This design comes from an exercise in tuning for small area on the open sky130 flow, not from production work. The RTL was checked by simulation tests, not by an equivalence proof against the original design. The flow treats the clock pin as an ideal source. Dropping or thinning the clock tree relies on that and would not hold on a real chip. Power and IR drop assume default switching activity.

==> inputs of job 2308 <==
// pedal
module pedal (
    input  logic        clk,
    input  logic        rst,
    input  logic [31:0] x,
    input  logic [1:0]  en,
    input  logic [3:0]  dist_options,
    input  logic [3:0]  trem_options,
    output logic [31:0] y
);
logic [31:0] y_dist;
logic tick_380, tick_190, tick_95, tick_48;
logic [2:0] par;    
clk_slow u_clk_slow (
    .clk_in   (clk),
    .rst      (rst),
    .par      (par),
    .tick_380 (tick_380),
    .tick_190 (tick_190),
    .tick_95  (tick_95),
    .tick_48  (tick_48)
);
distortion u_distortion (
    .x       (x),
    .y       (y_dist),
    .clk_48  (clk),
    .rst     (rst),
    .options (dist_options),
    .en      (en[0])
);
trem u_trem (
    .x        (y_dist),
    .y        (y),
    .clk_48   (clk),
    .rst      (rst),
    .clk_190  (tick_190),
    .clk_380  (tick_380),
    .clk_95   (tick_95),
    .clk_48hz (tick_48),
    .options  (trem_options),
    .en       (en[1]),
    .par      (par)
);
endmodule
export LEC_CHECK = 0
export ABC_AREA = 1
export CAP_MARGIN = 0
export CORE_MARGIN = 2
export CORE_UTILIZATION = 70
export SLEW_MARGIN = 0
create_clock -name core_clock -period 10.0 [get_ports {clk}]
standard.sh (not shown) runs the stock make flow with config.mk's settings and CLKGATE_MAP_FILE= SYNTH_SCRIPT=/design/flow/synth_recipe.tcl, a recipe that flattens the netlist after the stock synthesis.
==> flow/flow/run.sh <==
#!/bin/bash
# The standard layout with these changes, none to the synthesis:
#  - the port buffers are the smallest buffer cell (buf_1);
#  - between synthesis and floorplan, flow/fixinv2.py picks the polarity of
#    each full adder so that the netlist needs the fewest inverters, and sets
#    each logic cell to the smallest drive of its kind (placement-time repair
#    sizes up what needs it); the logic function and registers are unchanged;
#  - the clock tree is built by flow/mycts.tcl (run as the CTS step's PRE hook):
#    the clock port drives four clkbuf_16, each at the centre of a cluster of
#    flip-flops (k-means with equal-sized clusters), so every flip-flop is one
#    buffer from the port.
# Each tool's output goes to a log here.
set -euo pipefail
HERE=$(pwd)
ARGS=("BUFFER_PORTS_ARGS=-buffer_cell sky130_fd_sc_hd__buf_1"
      "PRE_CTS_TCL=$HERE/flow/mycts.tcl")
R=orfs/results/sky130hd/pedal/base
bash standard.sh "${ARGS[@]}" synth > synth.log 2>&1
cp $R/1_2_yosys.v 1_2_yosys.synth.v
python3 flow/fixinv2.py 1_2_yosys.synth.v $R/1_2_yosys.v --downsize > fixinv.log 2>&1
rm -f $R/1_synth.odb
bash standard.sh "${ARGS[@]}" finish > standard.log 2>&1
Other scripts of this flow, unchanged in this note and not shown: flow/flow/fixinv2.py, flow/flow/mycts.tcl
==> job 3066 (differences from job 2308) <==
CORE_UTILIZATION = 80   (was 70)
==> qor summary <==
                                                                                   job 3066                 job 2308
Outcome                                                            timing/DRC/antenna clean  timing/DRC/antenna clean
Tapcell count                                                                           140                      172
Final core utilization                                                                0.865                    0.754
Non-filler instance count after layout                                                 1474                     1509
Y dimension of the die                                                               110 um                   117 um
Detailed-route wire length                                                         25400 um                 27300 um
Area Growth Syn to Fin                                                                5.01%                    5.71%
RePlAce Congestion                                                                     1.16                     1.09
Number of global-route vias before repair                                              8836                     8713
Switching Share                                                                       0.313                    0.315
Post-layout total power                                                            0.887 mW                 0.892 mW
Highest routed metal layer                                                             met4                     met5
Core Region                                                                     0.0109 mm^2              0.0126 mm^2
Cell-internal power                                                                0.609 mW                 0.610 mW
Register clock-pin slew on the reported worst setup and hold paths                  0.11 ns                  0.10 ns
Global routing met3 resource utilization                                             0.0759                   0.0675
Number of vias per cell                                                                6.42                     6.18
Met1 GRT Util                                                                         0.531                    0.486
Total met2 wirelength after detailed routing                                       11600 um                 12900 um
Remaining max-slew budget at the tightest pin                                         0.256                    0.363
# nets final                                                                           1486                     1489
Later-pin clock latency in the skew report                                          0.18 ns                  0.17 ns
Power Clock                                                                        0.193 mW                 0.191 mW
Data arrival at the endpoint of the critical path                                   9.07 ns                  9.27 ns
Antenna violations before repair                                                          0                        1
Reported leakage power                                                              4.46 nW                  4.48 nW
Worst Hold End                                                      u_trem.y[28]$_SDFF_PP0_  u_trem.y[27]$_SDFF_PP0_
No run of this note takes its clock network from TritonCTS; it comes from the design's own scripts or RTL.

* * *

==> inputs of build 77 <==
pedal, a different RTL version from the one above (not shown whole).
Settings: LEC_CHECK=0, ABC_AREA=1, CAP_MARGIN=0, CORE_MARGIN=2, CORE_UTILIZATION=60, CTS_BUF_LIST=sky130_fd_sc_hd__clkbuf_8, CTS_CLUSTER_SIZE=30, SLEW_MARGIN=0; clock period 10.0 ns.
==> flow/flow/run.sh <==
#!/bin/bash
# The standard layout with these changes, none to the synthesis:
#  - the port buffers are the smallest buffer cell (buf_1);
#  - between synthesis and floorplan, flow/fixinv2.py picks the polarity of
#    each full adder so that the netlist needs the fewest inverters, and sets
#    each logic cell to the smallest drive of its kind (placement-time repair
#    sizes up what needs it); the logic function and registers are unchanged;
#  - the clock tree is built by flow/mycts.tcl (run as the CTS step's PRE hook):
#    the clock port drives four clkbuf_16, each at the centre of a cluster of
#    flip-flops, so every flip-flop is one buffer from the port.
# Each tool's output goes to a log here.
set -euo pipefail
HERE=$(pwd)
ARGS=("BUFFER_PORTS_ARGS=-buffer_cell sky130_fd_sc_hd__buf_1"
      "PRE_CTS_TCL=$HERE/flow/mycts.tcl")
R=orfs/results/sky130hd/pedal/base
bash standard.sh "${ARGS[@]}" synth > synth.log 2>&1
cp $R/1_2_yosys.v 1_2_yosys.synth.v
python3 flow/fixinv2.py 1_2_yosys.synth.v $R/1_2_yosys.v --downsize > fixinv.log 2>&1
rm -f $R/1_synth.odb
bash standard.sh "${ARGS[@]}" finish > standard.log 2>&1
Other scripts of this flow, unchanged in this note and not shown: flow/flow/fixinv2.py, flow/flow/mycts.tcl
==> build 54: changes against build 77 <==
--- a/flow/design.v
+++ b/flow/design.v
@@ -1,41 +1,49 @@
 module clk_slow (
     input  logic clk_in,
     input  logic rst,
-    input  logic [2:0] par,
     output logic tick_380,
     output logic tick_190,
     output logic tick_95,
     output logic tick_48
 );
-logic [4:0] clk_cntr;
-logic [4:0] cntr_n;
+logic [7:0] clk_cntr;
+logic [7:0] cntr_n;
 logic [3:0] tk;
-logic dv_20, dv_21, dv_22, dv_24, dv_25, dv_26, dv_28, dv_29, dv_30, dv_32, dv_33, dv_34, dv_38, dv_40;
+logic dv_23, dv_24, dv_25, dv_27, dv_28, dv_29, dv_31, dv_32, dv_33, dv_35, dv_36, dv_37, dv_39, dv_40, dv_41, dv_43, dv_44, dv_45, dv_48, dv_49;
 assign cntr_n[0] = ~rst & ~clk_cntr[0];
-assign dv_20 = ~clk_cntr[0] & ~clk_cntr[1];
-assign dv_21 = clk_cntr[0] & clk_cntr[1];
-assign dv_22 = ~rst & ~dv_21;
-assign cntr_n[1] = ~dv_20 & dv_22;
-assign dv_24 = ~clk_cntr[2] & ~dv_21;
-assign dv_25 = clk_cntr[2] & dv_21;
-assign dv_26 = ~rst & ~dv_25;
-assign cntr_n[2] = ~dv_24 & dv_26;
-assign dv_28 = ~clk_cntr[3] & ~dv_25;
-assign dv_29 = clk_cntr[3] & dv_25;
-assign dv_30 = ~rst & ~dv_29;
-assign cntr_n[3] = ~dv_28 & dv_30;
-assign dv_32 = ~clk_cntr[4] & ~dv_29;
-assign dv_33 = clk_cntr[4] & dv_29;
-assign dv_34 = ~rst & ~dv_33;
-assign cntr_n[4] = ~dv_32 & dv_34;
-assign tk[0] = ~clk_cntr[4] & dv_29;
-assign tk[1] = par[0] & dv_33;
-assign dv_38 = ~par[0] & dv_33;
-assign tk[2] = par[1] & dv_38;
-assign dv_40 = ~par[1] & par[2];
-assign tk[3] = dv_38 & dv_40;
+assign dv_23 = clk_cntr[0] & clk_cntr[1];
+assign dv_24 = ~clk_cntr[0] & ~clk_cntr[1];
+assign dv_25 = ~rst & ~dv_24;
+assign cntr_n[1] = ~dv_23 & dv_25;
+assign dv_27 = clk_cntr[2] & dv_23;
+assign dv_28 = ~clk_cntr[2] & ~dv_23;
+assign dv_29 = ~rst & ~dv_28;
+assign cntr_n[2] = ~dv_27 & dv_29;
+assign dv_31 = clk_cntr[3] & dv_27;
+assign dv_32 = ~clk_cntr[3] & ~dv_27;
+assign dv_33 = ~rst & ~dv_32;
+assign cntr_n[3] = ~dv_31 & dv_33;
+assign dv_35 = ~clk_cntr[4] & ~dv_31;
+assign dv_36 = clk_cntr[4] & dv_31;
+assign dv_37 = ~rst & ~dv_36;
+assign cntr_n[4] = ~dv_35 & dv_37;
+assign dv_39 = ~clk_cntr[5] & ~dv_36;
+assign dv_40 = clk_cntr[5] & dv_36;
+assign dv_41 = ~rst & ~dv_40;
+assign cntr_n[5] = ~dv_39 & dv_41;
+assign dv_43 = ~clk_cntr[6] & ~dv_40;
+assign dv_44 = clk_cntr[6] & dv_40;
+assign dv_45 = ~rst & ~dv_44;
+assign cntr_n[6] = ~dv_43 & dv_45;
+assign tk[3] = ~clk_cntr[7] & dv_44;
+assign dv_48 = clk_cntr[7] & ~dv_44;
+assign dv_49 = ~tk[3] & ~dv_48;
+assign cntr_n[7] = ~rst & ~dv_49;
+assign tk[0] = ~clk_cntr[4] & dv_31;
+assign tk[1] = ~clk_cntr[5] & dv_36;
+assign tk[2] = ~clk_cntr[6] & dv_40;
 always_ff @(posedge clk_in) begin
     clk_cntr <= cntr_n;
 end
 assign tick_380 = tk[0];
 assign tick_190 = tk[1];
@@ -889,12 +897,11 @@
     input  logic clk_190,
     input  logic clk_380,
     input  logic clk_95,
     input  logic clk_48hz,
     input  logic [3:0] options,
-    input  logic en,
-    output logic [2:0] par    
+    input  logic en
 );
 logic [4:0] count_int4, count_int2, count_int, count_int6;
 logic       dir_s4_q, dir_s2_q, dir_q, dir_s6_q;
 logic [4:0] c0_n, c1_n, c2_n, c3_n;
 logic       d0_n, d1_n, d2_n, d3_n;
@@ -904,11 +911,10 @@
 assign tk = {clk_48hz, clk_95, clk_190, clk_380};
 assign c0 = count_int4;  assign d0 = dir_s4_q;
 assign c1 = count_int2;  assign d1 = dir_s2_q;
 assign c2 = count_int;   assign d2 = dir_q;
 assign c3 = count_int6;  assign d3 = dir_s6_q;
-assign par = {count_int[0], count_int2[0], count_int4[0]};
 logic os_54, os_55, os_56, os_57, os_58, os_59, os_60, os_61, os_62, os_63, os_64, os_66, os_67, os_68, os_69, os_70, os_71, os_72, os_73, os_74, os_75, os_76, os_77, os_78, os_79, os_80, os_81, os_82, os_83, os_84, os_85, os_86, os_87, os_88, os_89, os_90, os_91, os_92, os_93, os_94, os_95, os_96, os_97, os_98, os_99, os_100, os_101, os_102, os_103, os_104, os_105, os_106, os_107, os_108, os_109, os_110, os_111, os_112, os_113, os_114, os_115, os_116, os_118, os_119, os_120, os_121, os_122, os_123, os_124, os_125, os_127, os_128, os_129, os_130, os_131, os_132, os_133, os_135, os_136, os_137, os_138, os_139, os_140, os_142, os_143, os_144, os_145, os_147, os_148, os_150, os_151, os_153, os_154, os_156, os_157, os_159, os_160, os_161, os_162, os_164, os_165, os_167, os_168, os_170, os_171, os_173, os_174, os_176, os_177, os_178, os_179, os_181, os_182, os_184, os_185, os_187, os_188, os_190, os_191, os_193, os_194, os_196, os_197, os_199, os_200, os_202, os_203;
 assign os_54 = ~rst & tk[0];
 assign os_55 = tk[2] & c2[0];
 assign os_56 = tk[1] & c1[0];
 assign os_57 = ~os_55 & ~os_56;
@@ -1067,12 +1073,12 @@
 end
 logic       active;
 logic [4:0] c;
 assign active = en & (options == 4'b1000 | options == 4'b0100 |
                       options == 4'b0010 | options == 4'b0001);
-assign c = (({5{options[3]}} & count_int)  | ({5{options[2]}} & count_int2) |
-            ({5{options[1]}} & count_int4) | ({5{options[0]}} & count_int6));
+assign c = ({5{options[3]}} & count_int)  | ({5{options[2]}} & count_int2) |
+           ({5{options[1]}} & count_int4) | ({5{options[0]}} & count_int6);
 logic [23:0] mpp0; assign mpp0 = {24{c[0]}} & x[23:0];
 logic [23:0] mpp1; assign mpp1 = {24{c[1]}} & x[23:0];
 logic [23:0] mpp2; assign mpp2 = {24{c[2]}} & x[23:0];
 logic [23:0] mpp3; assign mpp3 = {24{c[3]}} & x[23:0];
 logic [23:0] mpp4; assign mpp4 = {24{c[4]}} & x[23:0];
@@ -1281,15 +1287,13 @@
     input  logic [3:0]  trem_options,
     output logic [31:0] y
 );
 logic [31:0] y_dist;
 logic tick_380, tick_190, tick_95, tick_48;
-logic [2:0] par;    
 clk_slow u_clk_slow (
     .clk_in   (clk),
     .rst      (rst),
-    .par      (par),
     .tick_380 (tick_380),
     .tick_190 (tick_190),
     .tick_95  (tick_95),
     .tick_48  (tick_48)
 );
@@ -1309,9 +1313,8 @@
     .clk_190  (tick_190),
     .clk_380  (tick_380),
     .clk_95   (tick_95),
     .clk_48hz (tick_48),
     .options  (trem_options),
-    .en       (en[1]),
-    .par      (par)
+    .en       (en[1])
 );
 endmodule
--- a/flow/flow/run.sh
+++ b/flow/flow/run.sh
@@ -5,16 +5,18 @@
 #    each full adder so that the netlist needs the fewest inverters, and sets
 #    each logic cell to the smallest drive of its kind (placement-time repair
 #    sizes up what needs it); the logic function and registers are unchanged;
 #  - the clock tree is built by flow/mycts.tcl (run as the CTS step's PRE hook):
 #    the clock port drives four clkbuf_16, each at the centre of a cluster of
-#    flip-flops, so every flip-flop is one buffer from the port.
+#    flip-flops, so every flip-flop is one buffer from the port;
+#  - after global routing, non-critical cells are sized down (RECOVER_POWER).
 # Each tool's output goes to a log here.
 set -euo pipefail
 HERE=$(pwd)
 ARGS=("BUFFER_PORTS_ARGS=-buffer_cell sky130_fd_sc_hd__buf_1"
-      "PRE_CTS_TCL=$HERE/flow/mycts.tcl")
+      "PRE_CTS_TCL=$HERE/flow/mycts.tcl"
+      "RECOVER_POWER=100")
 R=orfs/results/sky130hd/pedal/base
 bash standard.sh "${ARGS[@]}" synth > synth.log 2>&1
 cp $R/1_2_yosys.v 1_2_yosys.synth.v
 python3 flow/fixinv2.py 1_2_yosys.synth.v $R/1_2_yosys.v --downsize > fixinv.log 2>&1
 rm -f $R/1_synth.odb
==> comparison table <==
quantity	build 54	build 77
Worst clock skew on the final layout	24.5 ps	18.2 ps
Sequential power	0.501 mW	0.489 mW
Met3 GRT Util	3.34%	3.63%
Switching power	0.290 mW	0.285 mW
Max-cap check violation count	1	0
Half-perimeter wire length after placement	23300 um	22400 um
Largest fanout on the critical path	17	6
Hold wc startpoint	u_distortion.y[25]$_SDFF_PP0_	u_distortion.y[29]$_SDFF_PP0_
Vertical extent of the die	130 um	130 um
Die area	17000 um2	16800 um2
Worst-case vdd ir drop	0.000148 V	0.000140 V
Cell Area, Placed	10200 um2	9970 um2
Via count of the first global-routing pass	9260	8993
Final std cells w/o fill	1690	1655
Worst slew margin	-51.8%	32.3%
Multi-input gate share of the layout cell area	60.7%	61.4%
Count of pins over their slew limit	60	0
Core ar.	15800 um2	15300 um2
Placed insts	1686	1651
Status	complete, but fails checks	complete, no violations
Violated checks	capacitance limit, slew limit	-
Routed metal-1 wire length	11900 um	11300 um
Part of the power in registers	54.6%	54.4%
Global-route wire length before repair	46700 um	45300 um
Largest net degree at the start of global routing	60	70
In every run of this note, the design's own scripts or RTL, not TritonCTS, make the clock network.

==> afterwards: timing with drivers on the ports <==
How much do the figures lean on ideal ports? The routed layouts below were timed once more, with nothing changed but the port constraints.
Step 1 assumes that a clkbuf_16 drives the clock port and a buf_2 every other input.
Step 2 moves the port delays by t, midway between the first and last clock arrival at a register: inputs arrive t later, outputs are due t later. That takes back most of the time a late clock gives input paths.
Slacks: ideal / step 1 / step 2; pairs: ideal / step 1.
run	t (ns)	setup slack, ns	worst slew at a driven data input, ns	pins driven straight from the clock port
job 2308	0.258	0.804 / 0.851 / 0.593	0.04	4
job 3066	0.257	1.000 / 1.057 / 0.800	0.04	4
build 77	0.266	0.708 / 0.786 / 0.520	0.03	4
build 54	0.261	0.571 / 0.641 / 0.381	0.04	4
For job 2308, which loses most, drivers alone change the setup slack by +0.047 ns; drivers and shift together by -0.211 ns.
